This design comes from an exercise in tuning for small area on the open sky130 flow, not from production work.
Only simulation tests tie the RTL to the original design; equivalence was not proved.
Power and IR drop assume default switching activity.

Design crtc, start of the top module:
module crtc(
    input clk,
    input reset,
    output ce_pixel,
    input [1:0] wr,
    input [4:0] address,
    input [15:0] din,
    output [15:0] dout,
    output hsync,
    output hblank,
    output [11:0] hcnt,
    output vsync,
    output vblank,
    output [11:0] vcnt,
    output [11:0] arx,
    output [11:0] ary,
	output [5:0] pll_addr,
	output [31:0] pll_value,
	output reg pll_write,
	input      pll_busy
);
clock: 5.0 ns
lec_check: 0
cap_margin: 10
core_margin: 2
core_utilization: 70
cts_cluster_diameter: 150
cts_cluster_size: 25
gpl_timing_driven: 0
place_density: 0.78
setup_slack_margin: 0.2
slew_margin: 10
synth_hierarchical: 1
synth_minimum_keep_size: 0
standard.sh (not shown) runs the stock make flow with config.mk's settings and CLKGATE_MAP_FILE= SYNTH_SCRIPT=/design/flow/synth_recipe.tcl, a recipe that flattens the netlist after the stock synthesis.
==> flow/flow/run.sh <==
#!/bin/bash
set -o pipefail
export BUFFER_PORTS_ARGS="-buffer_cell sky130_fd_sc_hd__buf_1"
export CTS_ARGS="-sink_clustering_enable -repair_clock_nets -sink_clustering_size 25 -sink_clustering_max_diameter 150 -dont_use_dummy_load"
bash standard.sh > standard.log 2>&1
The first run completed with no timing, DRC or antenna violations.
Edit:
==> flow/flow/run.sh (replaced) <==
#!/bin/bash
set -o pipefail
export BUFFER_PORTS_ARGS="-buffer_cell sky130_fd_sc_hd__buf_1"
export REMOVE_ABC_BUFFERS=1
export CTS_ARGS="-sink_clustering_enable -repair_clock_nets -sink_clustering_size 25 -sink_clustering_max_diameter 150 -dont_use_dummy_load"
bash standard.sh > standard.log 2>&1
CORE_UTILIZATION = 55   (was 70)
PLACE_DENSITY = unset   (was 0.78)
First-iteration DRC count came out lower by 18%.
Power came out lower by 0.61%.
Flip-flop and latch count stays the same.
Design area came out lower by 1.3%.
Core utilization came out lower by 18 points.
Synthesized cell count stays the same.
Edit:
==> flow/flow/run.sh (replaced) <==
#!/bin/bash
set -o pipefail
export BUFFER_PORTS_ARGS="-buffer_cell sky130_fd_sc_hd__buf_1"
export REMOVE_ABC_BUFFERS=1
export CTS_ARGS="-sink_clustering_enable -repair_clock_nets -sink_clustering_size 16 -sink_clustering_max_diameter 100 -buf_list sky130_fd_sc_hd__clkbuf_8 -dont_use_dummy_load"
export PRE_FLOORPLAN_TCL="$PWD/flow/downsize.tcl"
bash standard.sh > standard.log 2>&1
==> flow/flow/downsize.tcl (new file) <==
# Pre-floorplan hook: set every logic cell that synthesis mapped to a larger
# drive strength to the smallest drive of the same function (same pins).
# Flip-flops, buffers and tie cells are left alone; repair_design and
# repair_timing later upsize whatever the layout needs.
set db [ord::get_db]
set block [ord::get_db_block]
set masters {}
foreach lib [$db getLibs] {
  foreach m [$lib getMasters] { dict set masters [$m getName] $m }
}
set dont_use {}
if { [info exists ::env(DONT_USE_CELLS)] } { set dont_use $::env(DONT_USE_CELLS) }
set n 0
set saved 0.0
foreach inst [$block getInsts] {
  set m [$inst getMaster]
  set name [$m getName]
  if { ![regexp {^(sky130_fd_sc_hd__([a-z0-9]+))_([0-9]+)$} $name -> base fn drive] } { continue }
  if { [regexp {^(df|edf|sdf|dl|sdl|buf|clk|conb|tap|fill|decap|diode|probe|lpflow|bufinv|einv|ebuf)} $fn] } { continue }
  set best $m
  set bestarea [expr {[$m getWidth] * [$m getHeight]}]
  foreach d {0 1 2} {
    set cand "${base}_$d"
    if { $cand eq $name || ![dict exists $masters $cand] || [lsearch -exact $dont_use $cand] >= 0 } { continue }
    set cm [dict get $masters $cand]
    set a [expr {[$cm getWidth] * [$cm getHeight]}]
    if { $a < $bestarea } { set best $cm; set bestarea $a }
  }
  if { $best ne $m } {
    set saved [expr {$saved + ([$m getWidth] * [$m getHeight] - $bestarea) / 1e6}]
    $inst swapMaster $best
    incr n
  }
}
puts "downsize: swapped $n instances, [format %.1f $saved] um2"
CTS_BUF_LIST = sky130_fd_sc_hd__clkbuf_8   (was unset)
CTS_CLUSTER_DIAMETER = 100   (was 150)
CTS_CLUSTER_SIZE = 16   (was 25)
SETUP_SLACK_MARGIN = 0.1   (was 0.2)
=> Total power fell by 3.8%; global-route usage rose by 0.27 points; non-clock buffer count fell by 1; count of clock-buffer cells in the layout rose by 15; sequential share of layout area rose by 1.0 points; worst hold slack gains 0.020 ns; via count rose by 0.77%; cell area fell by 1.6%; die area fell by 1.4%; critical path depth fell by 1.
Edit:
==> flow/flow/run.sh (replaced) <==
#!/bin/bash
set -o pipefail
export BUFFER_PORTS_ARGS="-buffer_cell sky130_fd_sc_hd__buf_1"
export REMOVE_ABC_BUFFERS=1
export CTS_ARGS="-sink_clustering_enable -repair_clock_nets -sink_clustering_size 16 -sink_clustering_max_diameter 100 -buf_list sky130_fd_sc_hd__clkbuf_8 -dont_use_dummy_load"
bash standard.sh > standard.log 2>&1
removed: flow/flow/downsize.tcl
Outcome: Total power is higher by a few percent. Maximum frequency is higher slightly. Design area is higher slightly.
Edit:
==> flow/flow/run.sh (replaced) <==
#!/bin/bash
set -o pipefail
export BUFFER_PORTS_ARGS="-buffer_cell sky130_fd_sc_hd__buf_1"
export CTS_ARGS="-sink_clustering_enable -repair_clock_nets -sink_clustering_size 25 -sink_clustering_max_diameter 150 -dont_use_dummy_load"
bash standard.sh > standard.log 2>&1
CTS_BUF_LIST = unset   (was sky130_fd_sc_hd__clkbuf_8)
CTS_CLUSTER_DIAMETER = 150   (was 100)
CTS_CLUSTER_SIZE = 25   (was 16)
SETUP_SLACK_MARGIN = 0.2   (was 0.1)
- The new run passed the timing, DRC and antenna checks
- hold slack improves by 0.0061 ns
- design area went up by 2.5%
- sequential cell count is unchanged
- worst setup slack improved by 0.044 ns
- global-route usage went up by 0.40 points
- register-to-register slack hardly moves
- die area is unchanged
- core utilization climbs by 1.5 points

========
crtc, a different RTL version from the one above (not shown whole).
For scale: about 26,000 um2 of cells after synthesis.
// crtc
module crtc(
    input clk,
    input reset,
    output ce_pixel,
    input [1:0] wr,
    input [4:0] address,
    input [15:0] din,
    output [15:0] dout,
    output hsync,
    output hblank,
    output [11:0] hcnt,
    output vsync,
    output vblank,
    output [11:0] vcnt,
    output [11:0] arx,
    output [11:0] ary,
	output [5:0] pll_addr,
	output [31:0] pll_value,
	output reg pll_write,
	input      pll_busy
);
localparam PLL_IO_REG = 15;
localparam HCNT_REG = 16;
localparam VCNT_REG = 17;
wire [15:0] wd = din & {16{~reset}};
wire [31:0] sel = 32'd1 << address;
wire [15:0] ctrl [0:31];
genvar k;
generate
for (k = 0; k < 32; k = k + 1) begin : g_reg
    if (k == PLL_IO_REG) begin : g_io
        assign ctrl[k] = 16'd0;
    end else if (k != HCNT_REG && k != VCNT_REG) begin : g_plain
        reg [15:0] q;
        wire en_lo = reset | (wr[0] & sel[k]);
        wire en_hi = reset | (wr[1] & sel[k]);
        always @(posedge clk) begin
            if (en_lo) q[7:0] <= wd[7:0];
            if (en_hi) q[15:8] <= wd[15:8];
        end
        assign ctrl[k] = q;
    end
end
endgenerate
wire [9:0] ce_num = ctrl[0][9:0];
wire [9:0] ce_denom = ctrl[1][9:0];
wire [11:0] hact = ctrl[2][11:0];
wire [11:0] hfp = ctrl[3][11:0];
wire [11:0] hs = ctrl[4][11:0];
wire [11:0] hbp = ctrl[5][11:0];
wire [11:0] vact = ctrl[6][11:0];
wire [11:0] vfp = ctrl[7][11:0];
wire [11:0] vs = ctrl[8][11:0];
wire [11:0] vbp = ctrl[9][11:0];
assign arx = ctrl[10][11:0];
assign ary = ctrl[11][11:0];
assign pll_addr = ctrl[14][5:0];
assign pll_value = {ctrl[12], ctrl[13]};
jtframe_frac_cen ce_pix_frac(
    .clk(clk),
    .rst(reset),
    .n(ce_num),
    .m(ce_denom),
    .cen(ce_pixel)
);
  ...
clock: 5.0 ns
lec_check: 0
cap_margin: 20
core_margin: 2
core_utilization: 40
setup_slack_margin: 0.2
slew_margin: 20
synth_hierarchical: 1
synth_minimum_keep_size: 0
run.sh (not shown) runs the stock make flow with config.mk's settings and CLKGATE_MAP_FILE= SYNTH_SCRIPT=/design/flow/synth_recipe.tcl, a recipe that flattens the netlist after the stock synthesis.
Stock flow here: none of the scripts above is used.
Next try:
Settings changed: CORE_UTILIZATION 40 to 55, CTS_BUF_LIST from default to sky130_fd_sc_hd__clkbuf_8.
The new run ran to the end with no violations.
Final cell count drops by a few percent.
Die area drops by a quarter to a third.
Clock power drops by roughly a tenth.
Final area drops slightly.
Sequential cell count is unchanged.
Routed wire length drops slightly.

========
run A:
Another version of the RTL of crtc (not shown whole).
==> flow/config.mk <==
export PLATFORM = sky130hd
export DESIGN_NAME = crtc
export DESIGN_NICKNAME = crtc
export VERILOG_FILES = /design/flow/design.v
export SDC_FILE = /design/flow/constraint.sdc
export NUM_CORES = 4
export LEC_CHECK = 0
export CAP_MARGIN = 10
export CORE_MARGIN = 2
export CORE_UTILIZATION = 50
export CTS_CLUSTER_DIAMETER = 150
export CTS_CLUSTER_SIZE = 25
export GPL_TIMING_DRIVEN = 0
export SETUP_SLACK_MARGIN = 0.05
export SLEW_MARGIN = 10
export SYNTH_HIERARCHICAL = 1
export SYNTH_MINIMUM_KEEP_SIZE = 0
==> flow/constraint.sdc <==
create_clock -name core_clock -period 5.0 [get_ports {clk}]
set_input_delay 1.0000 -clock core_clock [delete_from_list [all_inputs] [get_ports {clk}]]
set_output_delay 1.0000 -clock core_clock [all_outputs]
set_load 0.01 [all_outputs]
standard.sh (not shown) runs the stock make flow with config.mk's settings and CLKGATE_MAP_FILE= SYNTH_SCRIPT=/design/flow/synth_recipe.tcl, a recipe that flattens the netlist after the stock synthesis.
==> flow/flow/run.sh <==
#!/bin/bash
set -o pipefail
export BUFFER_PORTS_ARGS="-buffer_cell sky130_fd_sc_hd__buf_1"
export CTS_ARGS="-sink_clustering_enable -repair_clock_nets -sink_clustering_size 25 -sink_clustering_max_diameter 150 -dont_use_dummy_load"
bash standard.sh > standard.log 2>&1
What run B does differently from run A at the input level:
Settings: CORE_UTILIZATION changed from 50 to 40.
==> flow/flow/run.sh <==
#!/bin/bash
set -o pipefail
export BUFFER_PORTS_ARGS="-buffer_cell sky130_fd_sc_hd__buf_1"
bash standard.sh > standard.log 2>&1
==> comparison <==
The flow completed for run B, but it is not clean: the layout still shows negative setup slack.
In the flow results for run A and run B, the sequential share of layout area is smaller on run B.
Static leakage grows slightly when moving from run A to run B.
Changes observed in run B relative to run A: via count moved up; switching share of total power now larger.

## static timing again, ports no longer ideal
Ports are ideal in the flow. The routed layouts listed here were re-timed in OpenROAD. Step 1, drivers: a clkbuf_16 drives clk and a buf_2 each remaining input, both assumed. Step 2 times the ports against the registers' clock, not the clock port: input delays grow and output delays shrink by t, the midpoint of the rising clock arrivals with the driver on. Three values: no drivers, after step 1, after step 2; two values: the first two.
run | t (ns) | slack for setup (ns) | worst setup path after step 2 | worst data-port slew with drivers (ns)
the first run of note 1 | 0.625 | 0.207 / 0.134 / 0.134 | input to output | 0.09
the second run of note 1 | 0.648 | 0.285 / 0.218 / 0.218 | input to output | 0.07
the third run of note 1 | 0.676 | 0.156 / 0.134 / 0.134 | input to output | 0.08
the fourth run of note 1 | 0.685 | 0.179 / 0.111 / 0.111 | input to output | 0.07
the fifth run of note 1 | 0.647 | 0.224 / 0.184 / 0.184 | input to output | 0.08
the first run of note 2 | 0.685 | 0.274 / 0.244 / 0.244 | input to output | 0.06
the second run of note 2 | 0.748 | 0.186 / 0.133 / 0.133 | input to output | 0.10
run A | 0.657 | 0.108 / 0.048 / 0.048 | input to output | 0.09
run B | 0.673 | -0.082 / -0.170 / -0.170 | input to output | 0.12
The setup slack of run B, which loses most, moves by -0.088 ns with the drivers and by -0.088 ns with both steps.
